This is an optimization exercise on Yosys and OpenROAD, whose aim is small area, not a production implementation.
Function was checked by simulation only, so behaviour that the tests miss may differ from the original.

==> flow/design.v (excerpt) <==
module x_corr #(parameter xi_bits = 12,
                parameter xq_bits = 12,
                parameter yi_bits = 12,
                parameter yq_bits = 12,
                parameter i_bits = 31,
                parameter q_bits = 31,
                parameter length = 102,
                parameter length_counter_bits = 7,
                parameter out_max_bits = 62
                )
   (input clk,
    input                              rst,
    output                             s_axis_tready,
    input [xi_bits - 1:0]              xi,
    input [xq_bits - 1:0]              xq,
    input [yi_bits - 1:0]              yi,
    input [yq_bits - 1:0]              yq,
    input                              m_axis_tvalid,
    input                              m_axis_tready,
    output [out_max_bits - 1:0]        out_max,
    output [length_counter_bits - 1:0] index,
    output                             s_axis_tvalid
    );
==> flow/config.mk <==
export PLATFORM = sky130hd
export DESIGN_NAME = x_corr
export DESIGN_NICKNAME = x_corr
export VERILOG_FILES = /design/flow/design.v
export SDC_FILE = /design/flow/constraint.sdc
export NUM_CORES = 4
export LEC_CHECK = 0
export ABC_AREA = 1
export CAP_MARGIN = 20
export CORE_MARGIN = 2
export CORE_UTILIZATION = 65
export SLEW_MARGIN = 20
==> flow/constraint.sdc <==
create_clock -name core_clock -period 10.0 [get_ports {clk}]
set_input_delay 2.0000 -clock core_clock [delete_from_list [all_inputs] [get_ports {clk}]]
set_output_delay 2.0000 -clock core_clock [all_outputs]
set_load 0.01 [all_outputs]
standard.sh (not shown) runs the stock make flow with config.mk's settings and CLKGATE_MAP_FILE= SYNTH_SCRIPT=/design/flow/synth_recipe.tcl, a recipe that flattens the netlist after the stock synthesis.
==> flow/flow/run.sh <==
#!/bin/bash
# Layout flow: the standard synthesis, then a polarity clean-up of the
# mapped netlist (flow/polarity.py: full adders built on complemented
# signals, and XOR/XNOR swapped, where that saves inverters; registers and
# ports untouched), then the standard ORFS layout with one-drive port
# buffers and a clock tree of small buffers without dummy loads.
# Each tool's output goes to a log file in this folder.
set -euo pipefail
W=$(pwd)
R=$W/orfs/results/$FLOW_PLATFORM/x_corr/base

bash standard.sh synth > synth.log 2>&1

cp "$R/1_2_yosys.v" "$W/netlist_standard.v"
python3 flow/polarity.py "$W/netlist_standard.v" "$W/netlist_polarity.v" > polarity.log 2>&1
cp "$W/netlist_polarity.v" "$R/1_2_yosys.v"
rm -f "$R/1_synth.odb" "$R/1_synth.sdc"

bash standard.sh \
  BUFFER_PORTS_ARGS="-buffer_cell sky130_fd_sc_hd__buf_1" \
  CTS_ARGS="-sink_clustering_enable -repair_clock_nets -dont_use_dummy_load -buf_list {sky130_fd_sc_hd__clkbuf_4 sky130_fd_sc_hd__clkbuf_8}" \
  finish > layout.log 2>&1
Other scripts of this flow, unchanged in this note and not shown: flow/flow/polarity.py
The starting point finished clean.
Then changed:
- CORE_UTILIZATION: 65 -> 40
Result:
- The new run finished clean
- non-clock buffer count shrinks by 11
- hold slack stays flat
- clock-buffer cell count rose by 2
- core utilization decreases by 27 points
- via count drops by 5.7%
- final area rose by 0.79%
- synthesized cell count does not change
- die area rises by 61%
- global-route usage decreases by 17 points

========
x_corr, a different RTL version from the one above (not shown whole).
Size in the first run: ~3300 cells after synthesis, about 0.031 mm2 of cells after synthesis.
clock: 10.0 ns
lec_check: 0
abc_area: 1
cap_margin: 20
core_margin: 2
core_utilization: 40
slew_margin: 20
==> flow/flow/run.sh <==
#!/bin/bash
# Layout flow:
#  1. the standard synthesis (standard.sh synth), unchanged;
#  2. full adders of that netlist given the polarity that needs the fewest
#     inverters between adders, registers and ports (flow/polarity.py --pre),
#     then the combinational logic re-mapped for area by ABC
#     (flow/remap.ys, flow/remap.abc); registers, full/half adders and tie
#     cells keep their instances and names;
#  3. a polarity clean-up (flow/polarity.py): full adders built on
#     complemented signals, and XOR/XNOR swapped, where that saves inverters;
#  4. the standard ORFS layout from that netlist, with one-drive port
#     buffers and a clock tree of small buffers without dummy loads.
# Each tool's output goes to a log file in this folder.
set -euo pipefail
W=$(pwd)
R=$W/orfs/results/$FLOW_PLATFORM/x_corr/base
LIB=$FLOW_HOME/platforms/$FLOW_PLATFORM/lib/sky130_fd_sc_hd__tt_025C_1v80.lib
YOSYS=$(command -v yosys || echo "$FLOW_HOME/../tools/install/yosys/bin/yosys")
PERIOD_PS=$(python3 -c "print(int(round(float('$FLOW_PERIOD_NS') * 1000)))")

bash standard.sh synth > synth.log 2>&1
cp "$R/1_2_yosys.v" "$W/netlist_standard.v"
python3 flow/polarity.py --pre "$W/netlist_standard.v" "$W/netlist_prepol.v" > prepolarity.log 2>&1

sed -e "s|LIBFILE|$LIB|g" -e "s|IN_NETLIST|$W/netlist_prepol.v|" \
    -e "s|OUT_NETLIST|$W/netlist_remap.v|" -e "s|TOPNAME|$FLOW_TOP|" \
    -e "s|ABCSCRIPT|$W/flow/remap.abc|" -e "s|PERIOD_PS|$PERIOD_PS|" \
    flow/remap.ys > remap_run.ys
"$YOSYS" -s remap_run.ys > remap.log 2>&1

python3 flow/polarity.py "$W/netlist_remap.v" "$W/netlist_polarity.v" > polarity.log 2>&1
cp "$W/netlist_polarity.v" "$R/1_2_yosys.v"
rm -f "$R/1_synth.odb" "$R/1_synth.sdc"

bash standard.sh \
  BUFFER_PORTS_ARGS="-buffer_cell sky130_fd_sc_hd__buf_1" \
  CTS_ARGS="-sink_clustering_enable -repair_clock_nets -dont_use_dummy_load -sink_clustering_size 10 -sink_clustering_max_diameter 35 -buf_list {sky130_fd_sc_hd__clkbuf_4}" \
  finish > layout.log 2>&1
==> flow/flow/remap.abc <==
strash
dch -f
map -a
topo
stime -c
buffer -c
upsize -c
dnsize -c
==> flow/flow/remap.ys <==
# Re-map the combinational logic of the standard synthesis netlist for area.
# Registers, full and half adders and tie cells are kept as they are (same
# instances and names); everything else is flattened to gates and mapped
# again by ABC with an area-first script (flow/remap.abc).
read_liberty -ignore_miss_func LIBFILE
read_verilog IN_NETLIST
hierarchy -top TOPNAME
blackbox sky130_fd_sc_hd__fa_1 sky130_fd_sc_hd__ha_1 sky130_fd_sc_hd__dfxtp_1 sky130_fd_sc_hd__edfxtp_1 sky130_fd_sc_hd__conb_1
flatten
rename -hide w:_*
opt_clean -purge
stat
abc -liberty LIBFILE -script ABCSCRIPT -D PERIOD_PS -dont_use sky130_fd_sc_hd__probe_p_8 -dont_use sky130_fd_sc_hd__probec_p_8 -dont_use sky130_fd_sc_hd__lpflow_*
rename -hide w:_*
opt_clean -purge
insbuf -buf sky130_fd_sc_hd__buf_4 A X
stat -liberty LIBFILE
write_verilog -noattr OUT_NETLIST
Other scripts of this flow, unchanged in this note and not shown: flow/flow/polarity.py
Next try:
--- a/flow/flow/run.sh
+++ b/flow/flow/run.sh
@@ -6,3 +6,3 @@
 #     then the combinational logic re-mapped for area by ABC
-#     (flow/remap.ys, flow/remap.abc); registers, full/half adders and tie
+#     (flow/remap.ys, flow/remap.abc); registers, full adders and tie
 #     cells keep their instances and names;
==> flow/flow/remap.abc (replaced) <==
strash
dch -f
map -a
strash
dch -f
map -a
topo
stime -c
buffer -c
upsize -c
dnsize -c
--- a/flow/flow/remap.ys
+++ b/flow/flow/remap.ys
@@ -1,3 +1,3 @@
 # Re-map the combinational logic of the standard synthesis netlist for area.
-# Registers, full and half adders and tie cells are kept as they are (same
+# Registers, full adders and tie cells are kept as they are (same
 # instances and names); everything else is flattened to gates and mapped
@@ -7,3 +7,3 @@
 hierarchy -top TOPNAME
-blackbox sky130_fd_sc_hd__fa_1 sky130_fd_sc_hd__ha_1 sky130_fd_sc_hd__dfxtp_1 sky130_fd_sc_hd__edfxtp_1 sky130_fd_sc_hd__conb_1
+blackbox sky130_fd_sc_hd__fa_1 sky130_fd_sc_hd__dfxtp_1 sky130_fd_sc_hd__edfxtp_1 sky130_fd_sc_hd__conb_1
 flatten
Effect: The changed run went through all stages and came out clean. Area after synthesis drops by 2.6%. Setup slack gets worse by 0.31 ns. Non-clock buffer count is higher by 89. Via count climbs by 5.4%. Critical path depth is lower by 2. Global-route usage went up by 1.5 points.

========
Starting RTL as in the previous note.
clock: 10.0 ns
lec_check: 0
abc_area: 1
cap_margin: 20
core_margin: 2
core_utilization: 40
slew_margin: 20
==> flow/flow/run.sh <==
#!/bin/bash
# Layout flow: the standard synthesis, then a polarity clean-up of the
# mapped netlist (flow/polarity.py: full adders built on complemented
# signals, and XOR/XNOR swapped, where that saves inverters; registers and
# ports untouched), then the standard ORFS layout with one-drive port
# buffers, a clock tree of small buffers without dummy loads, and
# downsizing of non-critical cells after global routing.
# Each tool's output goes to a log file in this folder.
set -euo pipefail
W=$(pwd)
R=$W/orfs/results/$FLOW_PLATFORM/x_corr/base

bash standard.sh synth > synth.log 2>&1

cp "$R/1_2_yosys.v" "$W/netlist_standard.v"
python3 flow/polarity.py "$W/netlist_standard.v" "$W/netlist_polarity.v" > polarity.log 2>&1
cp "$W/netlist_polarity.v" "$R/1_2_yosys.v"
rm -f "$R/1_synth.odb" "$R/1_synth.sdc"

bash standard.sh \
  BUFFER_PORTS_ARGS="-buffer_cell sky130_fd_sc_hd__buf_1" \
  CTS_ARGS="-sink_clustering_enable -repair_clock_nets -dont_use_dummy_load -sink_clustering_size 24 -buf_list {sky130_fd_sc_hd__clkbuf_4 sky130_fd_sc_hd__clkbuf_8}" \
  RECOVER_POWER=100 \
  finish > layout.log 2>&1
Other scripts of this flow, unchanged in this note and not shown: flow/flow/polarity.py
The starting point completed, yet does not pass: max-capacitance violations, max-slew violations.
Next try:
--- a/flow/flow/run.sh
+++ b/flow/flow/run.sh
@@ -5,4 +5,3 @@
 # ports untouched), then the standard ORFS layout with one-drive port
-# buffers, a clock tree of small buffers without dummy loads, and
-# downsizing of non-critical cells after global routing.
+# buffers and a clock tree of small buffers without dummy loads.
 # Each tool's output goes to a log file in this folder.
@@ -21,4 +20,3 @@
   BUFFER_PORTS_ARGS="-buffer_cell sky130_fd_sc_hd__buf_1" \
-  CTS_ARGS="-sink_clustering_enable -repair_clock_nets -dont_use_dummy_load -sink_clustering_size 24 -buf_list {sky130_fd_sc_hd__clkbuf_4 sky130_fd_sc_hd__clkbuf_8}" \
-  RECOVER_POWER=100 \
+  CTS_ARGS="-sink_clustering_enable -repair_clock_nets -dont_use_dummy_load -buf_list {sky130_fd_sc_hd__clkbuf_2 sky130_fd_sc_hd__clkbuf_4}" \
   finish > layout.log 2>&1
- Now the flow produced a clean layout
- die area does not change
- non-clock buffer count does not change
- core utilization barely changes
- clock skew rises by 0.011 ns
- area after synthesis is unchanged
- final area stays flat
- register-to-register slack improves by 0.07 ns
- critical path depth increases by 15
Next try:
--- a/flow/flow/run.sh
+++ b/flow/flow/run.sh
@@ -20,3 +20,3 @@
   BUFFER_PORTS_ARGS="-buffer_cell sky130_fd_sc_hd__buf_1" \
-  CTS_ARGS="-sink_clustering_enable -repair_clock_nets -dont_use_dummy_load -buf_list {sky130_fd_sc_hd__clkbuf_2 sky130_fd_sc_hd__clkbuf_4}" \
+  CTS_ARGS="-sink_clustering_enable -repair_clock_nets -dont_use_dummy_load -sink_clustering_size 24 -buf_list {sky130_fd_sc_hd__clkbuf_4 sky130_fd_sc_hd__clkbuf_8}" \
   finish > layout.log 2>&1
- CAP_MARGIN: 20 -> 10
- SLEW_MARGIN: 20 -> 10
Effect: The changed run finished clean. Utilization went up by 0.15 points. Area after synthesis stays the same. Via count went down by 0.55%. Count of clock-buffer cells in the layout decreases by 28. Non-clock buffer count stays the same. Hold slack stays flat. Sequential share of layout area stays flat.

========
Setup of willow:
x_corr again, from the RTL that the note above started with.
Settings: LEC_CHECK=0, ABC_AREA=1, CAP_MARGIN=20, CORE_MARGIN=2, CORE_UTILIZATION=40, SLEW_MARGIN=20; clock period 10.0 ns.
==> flow/flow/run.sh <==
#!/bin/bash
# Layout flow:
#  1. the standard synthesis (standard.sh synth), unchanged;
#  2. the combinational logic of that netlist re-mapped for area by ABC
#     (flow/remap.ys, flow/remap.abc); registers, full/half adders and tie
#     cells keep their instances and names;
#  3. a polarity clean-up (flow/polarity.py): full adders built on
#     complemented signals, and XOR/XNOR swapped, where that saves inverters;
#  4. the standard ORFS layout from that netlist, with one-drive port
#     buffers and a clock tree of small buffers without dummy loads.
# Each tool's output goes to a log file in this folder.
set -euo pipefail
W=$(pwd)
R=$W/orfs/results/$FLOW_PLATFORM/x_corr/base
LIB=$FLOW_HOME/platforms/$FLOW_PLATFORM/lib/sky130_fd_sc_hd__tt_025C_1v80.lib
YOSYS=$(command -v yosys || echo "$FLOW_HOME/../tools/install/yosys/bin/yosys")
PERIOD_PS=$(python3 -c "print(int(round(float('$FLOW_PERIOD_NS') * 1000)))")

bash standard.sh synth > synth.log 2>&1
cp "$R/1_2_yosys.v" "$W/netlist_standard.v"

sed -e "s|LIBFILE|$LIB|g" -e "s|IN_NETLIST|$W/netlist_standard.v|" \
    -e "s|OUT_NETLIST|$W/netlist_remap.v|" -e "s|TOPNAME|$FLOW_TOP|" \
    -e "s|ABCSCRIPT|$W/flow/remap.abc|" -e "s|PERIOD_PS|$PERIOD_PS|" \
    flow/remap.ys > remap_run.ys
"$YOSYS" -s remap_run.ys > remap.log 2>&1

python3 flow/polarity.py "$W/netlist_remap.v" "$W/netlist_polarity.v" > polarity.log 2>&1
cp "$W/netlist_polarity.v" "$R/1_2_yosys.v"
rm -f "$R/1_synth.odb" "$R/1_synth.sdc"

bash standard.sh \
  BUFFER_PORTS_ARGS="-buffer_cell sky130_fd_sc_hd__buf_1" \
  CTS_ARGS="-sink_clustering_enable -repair_clock_nets -dont_use_dummy_load -sink_clustering_size 12 -sink_clustering_max_diameter 40 -buf_list {sky130_fd_sc_hd__clkbuf_4}" \
  finish > layout.log 2>&1
==> flow/flow/remap.abc <==
strash
dch
map -a
topo
stime -c
buffer -c
upsize -c
dnsize -c
Other scripts of this flow, unchanged in this note and not shown: flow/flow/polarity.py, flow/flow/remap.ys
willow finished end to end and its layout was clean on timing, DRC and antenna.
What pepper does differently from willow at the input level:
-- flow/flow/run.sh --
<<< willow, line 32
bash standard.sh \
  BUFFER_PORTS_ARGS="-buffer_cell sky130_fd_sc_hd__buf_1" \
  CTS_ARGS="-sink_clustering_enable -repair_clock_nets -dont_use_dummy_load -sink_clustering_size 12 -sink_clustering_max_diameter 40 -buf_list {sky130_fd_sc_hd__clkbuf_4}" \
  finish > layout.log 2>&1
>>> pepper, line 32
bash standard.sh \
  BUFFER_PORTS_ARGS="-buffer_cell sky130_fd_sc_hd__buf_1" \
  CTS_ARGS="-sink_clustering_enable -repair_clock_nets -dont_use_dummy_load -sink_clustering_size 16 -sink_clustering_max_diameter 50 -buf_list {sky130_fd_sc_hd__clkbuf_8}" \
  finish > layout.log 2>&1
==> flow/flow/remap.abc <==
strash
dch
amap
topo
stime -c
buffer -c
upsize -c
dnsize -c
Findings:
Cmp pepper and willow / endpoint arrival time on the critical path / higher: pepper. Sort pepper and willow by final critical-path setup slack asc -> top: pepper. Looking at maximum frequency across pepper and willow, the one that comes out higher is willow. Global-route wire length before repair grows by a little under 10% when moving from willow to pepper. Minimum hold slack came out higher on pepper than on willow. Critical path depth, pepper and willow, higher one = pepper. Final setup skew of willow is on par with pepper.

========
Starting RTL as in the previous note.
Settings: LEC_CHECK=0, ABC_AREA=1, CAP_MARGIN=20, CORE_MARGIN=2, CORE_UTILIZATION=40, SLEW_MARGIN=20; clock period 10.0 ns.
==> flow/flow/run.sh <==
#!/bin/bash
# Layout flow:
#  1. the standard synthesis (standard.sh synth), unchanged;
#  2. full adders of that netlist given the polarity that needs the fewest
#     inverters between adders, registers and ports (flow/polarity.py --pre),
#     then the combinational logic re-mapped for area by ABC
#     (flow/remap.ys, flow/remap.abc); registers, full/half adders and tie
#     cells keep their instances and names;
#  3. a polarity clean-up (flow/polarity.py): full adders built on
#     complemented signals, and XOR/XNOR swapped, where that saves inverters;
#  4. the standard ORFS layout from that netlist, with one-drive port
#     buffers and a clock tree of small buffers without dummy loads.
# Each tool's output goes to a log file in this folder.
set -euo pipefail
W=$(pwd)
R=$W/orfs/results/$FLOW_PLATFORM/x_corr/base
LIB=$FLOW_HOME/platforms/$FLOW_PLATFORM/lib/sky130_fd_sc_hd__tt_025C_1v80.lib
YOSYS=$(command -v yosys || echo "$FLOW_HOME/../tools/install/yosys/bin/yosys")
PERIOD_PS=$(python3 -c "print(int(round(float('$FLOW_PERIOD_NS') * 1000)))")

bash standard.sh synth > synth.log 2>&1
cp "$R/1_2_yosys.v" "$W/netlist_standard.v"
python3 flow/polarity.py --pre "$W/netlist_standard.v" "$W/netlist_prepol.v" > prepolarity.log 2>&1

sed -e "s|LIBFILE|$LIB|g" -e "s|IN_NETLIST|$W/netlist_prepol.v|" \
    -e "s|OUT_NETLIST|$W/netlist_remap.v|" -e "s|TOPNAME|$FLOW_TOP|" \
    -e "s|ABCSCRIPT|$W/flow/remap.abc|" -e "s|PERIOD_PS|$PERIOD_PS|" \
    flow/remap.ys > remap_run.ys
"$YOSYS" -s remap_run.ys > remap.log 2>&1

python3 flow/polarity.py "$W/netlist_remap.v" "$W/netlist_polarity.v" > polarity.log 2>&1
cp "$W/netlist_polarity.v" "$R/1_2_yosys.v"
rm -f "$R/1_synth.odb" "$R/1_synth.sdc"

# the platform's don't-use cells, plus the larger plain buffers, so that the
# resizer buffers with one- and two-drive cells
DONT_USE="sky130_fd_sc_hd__probe_p_8 sky130_fd_sc_hd__probec_p_8 sky130_fd_sc_hd__lpflow_bleeder_1 sky130_fd_sc_hd__lpflow_clkbufkapwr_1 sky130_fd_sc_hd__lpflow_clkbufkapwr_16 sky130_fd_sc_hd__lpflow_clkbufkapwr_2 sky130_fd_sc_hd__lpflow_clkbufkapwr_4 sky130_fd_sc_hd__lpflow_clkbufkapwr_8 sky130_fd_sc_hd__lpflow_clkinvkapwr_1 sky130_fd_sc_hd__lpflow_clkinvkapwr_16 sky130_fd_sc_hd__lpflow_clkinvkapwr_2 sky130_fd_sc_hd__lpflow_clkinvkapwr_4 sky130_fd_sc_hd__lpflow_clkinvkapwr_8 sky130_fd_sc_hd__lpflow_decapkapwr_12 sky130_fd_sc_hd__lpflow_decapkapwr_3 sky130_fd_sc_hd__lpflow_decapkapwr_4 sky130_fd_sc_hd__lpflow_decapkapwr_6 sky130_fd_sc_hd__lpflow_decapkapwr_8 sky130_fd_sc_hd__lpflow_inputiso0n_1 sky130_fd_sc_hd__lpflow_inputiso0p_1 sky130_fd_sc_hd__lpflow_inputiso1n_1 sky130_fd_sc_hd__lpflow_inputiso1p_1 sky130_fd_sc_hd__lpflow_inputisolatch_1 sky130_fd_sc_hd__lpflow_isobufsrc_1 sky130_fd_sc_hd__lpflow_isobufsrc_16 sky130_fd_sc_hd__lpflow_isobufsrc_2 sky130_fd_sc_hd__lpflow_isobufsrc_4 sky130_fd_sc_hd__lpflow_isobufsrc_8 sky130_fd_sc_hd__lpflow_isobufsrckapwr_16 sky130_fd_sc_hd__lpflow_lsbuf_lh_hl_isowell_tap_1 sky130_fd_sc_hd__lpflow_lsbuf_lh_hl_isowell_tap_2 sky130_fd_sc_hd__lpflow_lsbuf_lh_hl_isowell_tap_4 sky130_fd_sc_hd__lpflow_lsbuf_lh_isowell_4 sky130_fd_sc_hd__lpflow_lsbuf_lh_isowell_tap_1 sky130_fd_sc_hd__lpflow_lsbuf_lh_isowell_tap_2 sky130_fd_sc_hd__lpflow_lsbuf_lh_isowell_tap_4 sky130_fd_sc_hd__buf_4 sky130_fd_sc_hd__buf_6 sky130_fd_sc_hd__buf_8 sky130_fd_sc_hd__buf_12 sky130_fd_sc_hd__buf_16"

bash standard.sh \
  DONT_USE_CELLS="$DONT_USE" \
  BUFFER_PORTS_ARGS="-buffer_cell sky130_fd_sc_hd__buf_1" \
  CTS_ARGS="-sink_clustering_enable -repair_clock_nets -dont_use_dummy_load -sink_clustering_size 10 -sink_clustering_max_diameter 35 -buf_list {sky130_fd_sc_hd__clkbuf_4}" \
  finish > layout.log 2>&1
==> flow/flow/remap.abc <==
strash
dch -f
map -a
topo
stime -c
buffer -c
upsize -c
dnsize -c
==> flow/flow/remap.ys <==
# Re-map the combinational logic of the standard synthesis netlist for area.
# Registers, full and half adders and tie cells are kept as they are (same
# instances and names); everything else is flattened to gates and mapped
# again by ABC with an area-first script (flow/remap.abc).
read_liberty -ignore_miss_func LIBFILE
read_verilog IN_NETLIST
hierarchy -top TOPNAME
blackbox sky130_fd_sc_hd__fa_1 sky130_fd_sc_hd__ha_1 sky130_fd_sc_hd__dfxtp_1 sky130_fd_sc_hd__edfxtp_1 sky130_fd_sc_hd__conb_1
flatten
rename -hide w:_*
opt_clean -purge
stat
abc -liberty LIBFILE -script ABCSCRIPT -D PERIOD_PS -dont_use sky130_fd_sc_hd__probe_p_8 -dont_use sky130_fd_sc_hd__probec_p_8 -dont_use sky130_fd_sc_hd__lpflow_*
rename -hide w:_*
opt_clean -purge
insbuf -buf sky130_fd_sc_hd__buf_4 A X
stat -liberty LIBFILE
write_verilog -noattr OUT_NETLIST
Other scripts of this flow, unchanged in this note and not shown: flow/flow/polarity.py
Then changed:
==> flow/flow/run.sh (replaced) <==
#!/bin/bash
# Layout flow:
#  1. the standard synthesis (standard.sh synth), unchanged;
#  2. full adders of that netlist given the polarity that needs the fewest
#     inverters between adders, registers and ports (flow/polarity.py --pre),
#     then the combinational logic re-mapped for area by ABC
#     (flow/remap.ys, flow/remap.abc); registers, full adders and tie
#     cells keep their instances and names;
#  3. a polarity clean-up (flow/polarity.py): full adders built on
#     complemented signals, and XOR/XNOR swapped, where that saves inverters;
#  4. the standard ORFS layout from that netlist, with one-drive port
#     buffers and a clock tree of small buffers without dummy loads.
# Each tool's output goes to a log file in this folder.
set -euo pipefail
W=$(pwd)
R=$W/orfs/results/$FLOW_PLATFORM/x_corr/base
LIB=$FLOW_HOME/platforms/$FLOW_PLATFORM/lib/sky130_fd_sc_hd__tt_025C_1v80.lib
YOSYS=$(command -v yosys || echo "$FLOW_HOME/../tools/install/yosys/bin/yosys")
PERIOD_PS=$(python3 -c "print(int(round(float('$FLOW_PERIOD_NS') * 1000)))")

bash standard.sh synth > synth.log 2>&1
cp "$R/1_2_yosys.v" "$W/netlist_standard.v"
python3 flow/polarity.py --pre "$W/netlist_standard.v" "$W/netlist_prepol.v" > prepolarity.log 2>&1

sed -e "s|LIBFILE|$LIB|g" -e "s|IN_NETLIST|$W/netlist_prepol.v|" \
    -e "s|OUT_NETLIST|$W/netlist_remap.v|" -e "s|TOPNAME|$FLOW_TOP|" \
    -e "s|ABCSCRIPT|$W/flow/remap.abc|" -e "s|PERIOD_PS|$PERIOD_PS|" \
    flow/remap.ys > remap_run.ys
"$YOSYS" -s remap_run.ys > remap.log 2>&1

python3 flow/polarity.py "$W/netlist_remap.v" "$W/netlist_polarity.v" > polarity.log 2>&1
cp "$W/netlist_polarity.v" "$R/1_2_yosys.v"
rm -f "$R/1_synth.odb" "$R/1_synth.sdc"

bash standard.sh \
  BUFFER_PORTS_ARGS="-buffer_cell sky130_fd_sc_hd__buf_1" \
  CTS_ARGS="-sink_clustering_enable -repair_clock_nets -dont_use_dummy_load -sink_clustering_size 10 -sink_clustering_max_diameter 35 -buf_list {sky130_fd_sc_hd__clkbuf_4}" \
  finish > layout.log 2>&1
--- a/flow/flow/remap.ys
+++ b/flow/flow/remap.ys
@@ -1,4 +1,4 @@
 # Re-map the combinational logic of the standard synthesis netlist for area.
-# Registers, full and half adders and tie cells are kept as they are (same
+# Registers, full adders and tie cells are kept as they are (same
 # instances and names); everything else is flattened to gates and mapped
 # again by ABC with an area-first script (flow/remap.abc).
@@ -6,5 +6,5 @@
 read_verilog IN_NETLIST
 hierarchy -top TOPNAME
-blackbox sky130_fd_sc_hd__fa_1 sky130_fd_sc_hd__ha_1 sky130_fd_sc_hd__dfxtp_1 sky130_fd_sc_hd__edfxtp_1 sky130_fd_sc_hd__conb_1
+blackbox sky130_fd_sc_hd__fa_1 sky130_fd_sc_hd__dfxtp_1 sky130_fd_sc_hd__edfxtp_1 sky130_fd_sc_hd__conb_1
 flatten
 rename -hide w:_*
Result: The new run passed the timing, design-rule and antenna checks. Global-route usage goes up by 0.80 points. Register-to-register slack improved by 0.13 ns. Critical path depth rises by 16. Wire length came out higher by a few percent. Final cell count rose by a few percent. Fmax came out higher by a few percent. Count of clock-buffer cells in the layout went up by 6.
Then changed:
--- a/flow/flow/run.sh
+++ b/flow/flow/run.sh
@@ -5,5 +5,5 @@
 #     inverters between adders, registers and ports (flow/polarity.py --pre),
 #     then the combinational logic re-mapped for area by ABC
-#     (flow/remap.ys, flow/remap.abc); registers, full adders and tie
+#     (flow/remap.ys, flow/remap.abc); registers, full/half adders and tie
 #     cells keep their instances and names;
 #  3. a polarity clean-up (flow/polarity.py): full adders built on
==> flow/flow/remap.abc (replaced) <==
strash
dch -f
map -a
strash
dch -f
map -a
topo
stime -c
buffer -c
upsize -c
dnsize -c
--- a/flow/flow/remap.ys
+++ b/flow/flow/remap.ys
@@ -1,4 +1,4 @@
 # Re-map the combinational logic of the standard synthesis netlist for area.
-# Registers, full adders and tie cells are kept as they are (same
+# Registers, full and half adders and tie cells are kept as they are (same
 # instances and names); everything else is flattened to gates and mapped
 # again by ABC with an area-first script (flow/remap.abc).
@@ -6,5 +6,5 @@
 read_verilog IN_NETLIST
 hierarchy -top TOPNAME
-blackbox sky130_fd_sc_hd__fa_1 sky130_fd_sc_hd__dfxtp_1 sky130_fd_sc_hd__edfxtp_1 sky130_fd_sc_hd__conb_1
+blackbox sky130_fd_sc_hd__fa_1 sky130_fd_sc_hd__ha_1 sky130_fd_sc_hd__dfxtp_1 sky130_fd_sc_hd__edfxtp_1 sky130_fd_sc_hd__conb_1
 flatten
 rename -hide w:_*
Result: The changed run completed without violations. Routed wire length falls by about 1.4%. Hold slack improved by 0.0085 ns. Sequential share of layout area falls by 0.24 points.

port drivers added, routing unchanged:
In the flow no input, the clock included, has a driving cell. The finished layouts below were timed again as built, in two steps. Step 1 (the two cells are an assumption about what drives the block):
set clk [get_ports {clk}]
set_driving_cell -lib_cell sky130_fd_sc_hd__clkbuf_16 $clk
set_driving_cell -lib_cell sky130_fd_sc_hd__buf_2 [delete_from_list [all_inputs] $clk]
Step 2 moves the port delays by t, midway between the first and last clock arrival at a register: inputs arrive t later, outputs are due t later. That takes back most of the time a late clock gives input paths. a / b / c = no drivers / after step 1 / after step 2; a / b = the first two.
| run | shift t [ns] | setup WS [ns] | worst hold slack (ns) | slew at the worst register clock pin (ns) |
|---|---|---|---|---|
| the first run of note 1 | 0.666 | 0.404 / 0.404 / 0.339 | 0.461 / 0.461 / 0.461 | 0.06 / 0.06 |
| the second run of note 1 | 0.662 | 0.706 / 0.706 / 0.435 | 0.459 / 0.459 / 0.459 | 0.07 / 0.07 |
| the first run of note 2 | 0.864 | 0.948 / 0.948 / 0.295 | 0.425 / 0.425 / 0.425 | 0.10 / 0.10 |
| the second run of note 2 | 0.867 | 0.639 / 0.677 / -0.190 | 0.480 / 0.480 / 0.480 | 0.10 / 0.10 |
| the first run of note 3 | 0.679 | 1.019 / 1.062 / 0.383 | 0.472 / 0.472 / 0.472 | 0.07 / 0.07 |
| the second run of note 3 | 0.874 | 1.265 / 1.265 / 0.574 | 0.473 / 0.473 / 0.473 | 0.07 / 0.07 |
| the third run of note 3 | 0.683 | 1.098 / 1.098 / 0.530 | 0.470 / 0.470 / 0.470 | 0.07 / 0.07 |
| willow | 0.882 | 0.917 / 0.917 / 0.340 | 0.434 / 0.434 / 0.434 | 0.12 / 0.12 |
| pepper | 0.676 | 0.408 / 0.408 / 0.273 | 0.480 / 0.480 / 0.480 | 0.10 / 0.10 |
| the first run of note 5 | 0.891 | 0.638 / 0.677 / -0.214 | 0.467 / 0.467 / 0.467 | 0.11 / 0.11 |
| the second run of note 5 | 0.852 | 0.948 / 0.948 / 0.203 | 0.463 / 0.463 / 0.463 | 0.11 / 0.11 |
| the third run of note 5 | 0.848 | 0.785 / 0.828 / -0.019 | 0.471 / 0.471 / 0.471 | 0.10 / 0.10 |
Met with ideal ports but missed after step 2: setup timing in the second run of note 2, the first run of note 5 and the third run of note 5. The setup slack of the first run of note 5, which loses most, moves by +0.039 ns with the drivers and by -0.852 ns with both steps.
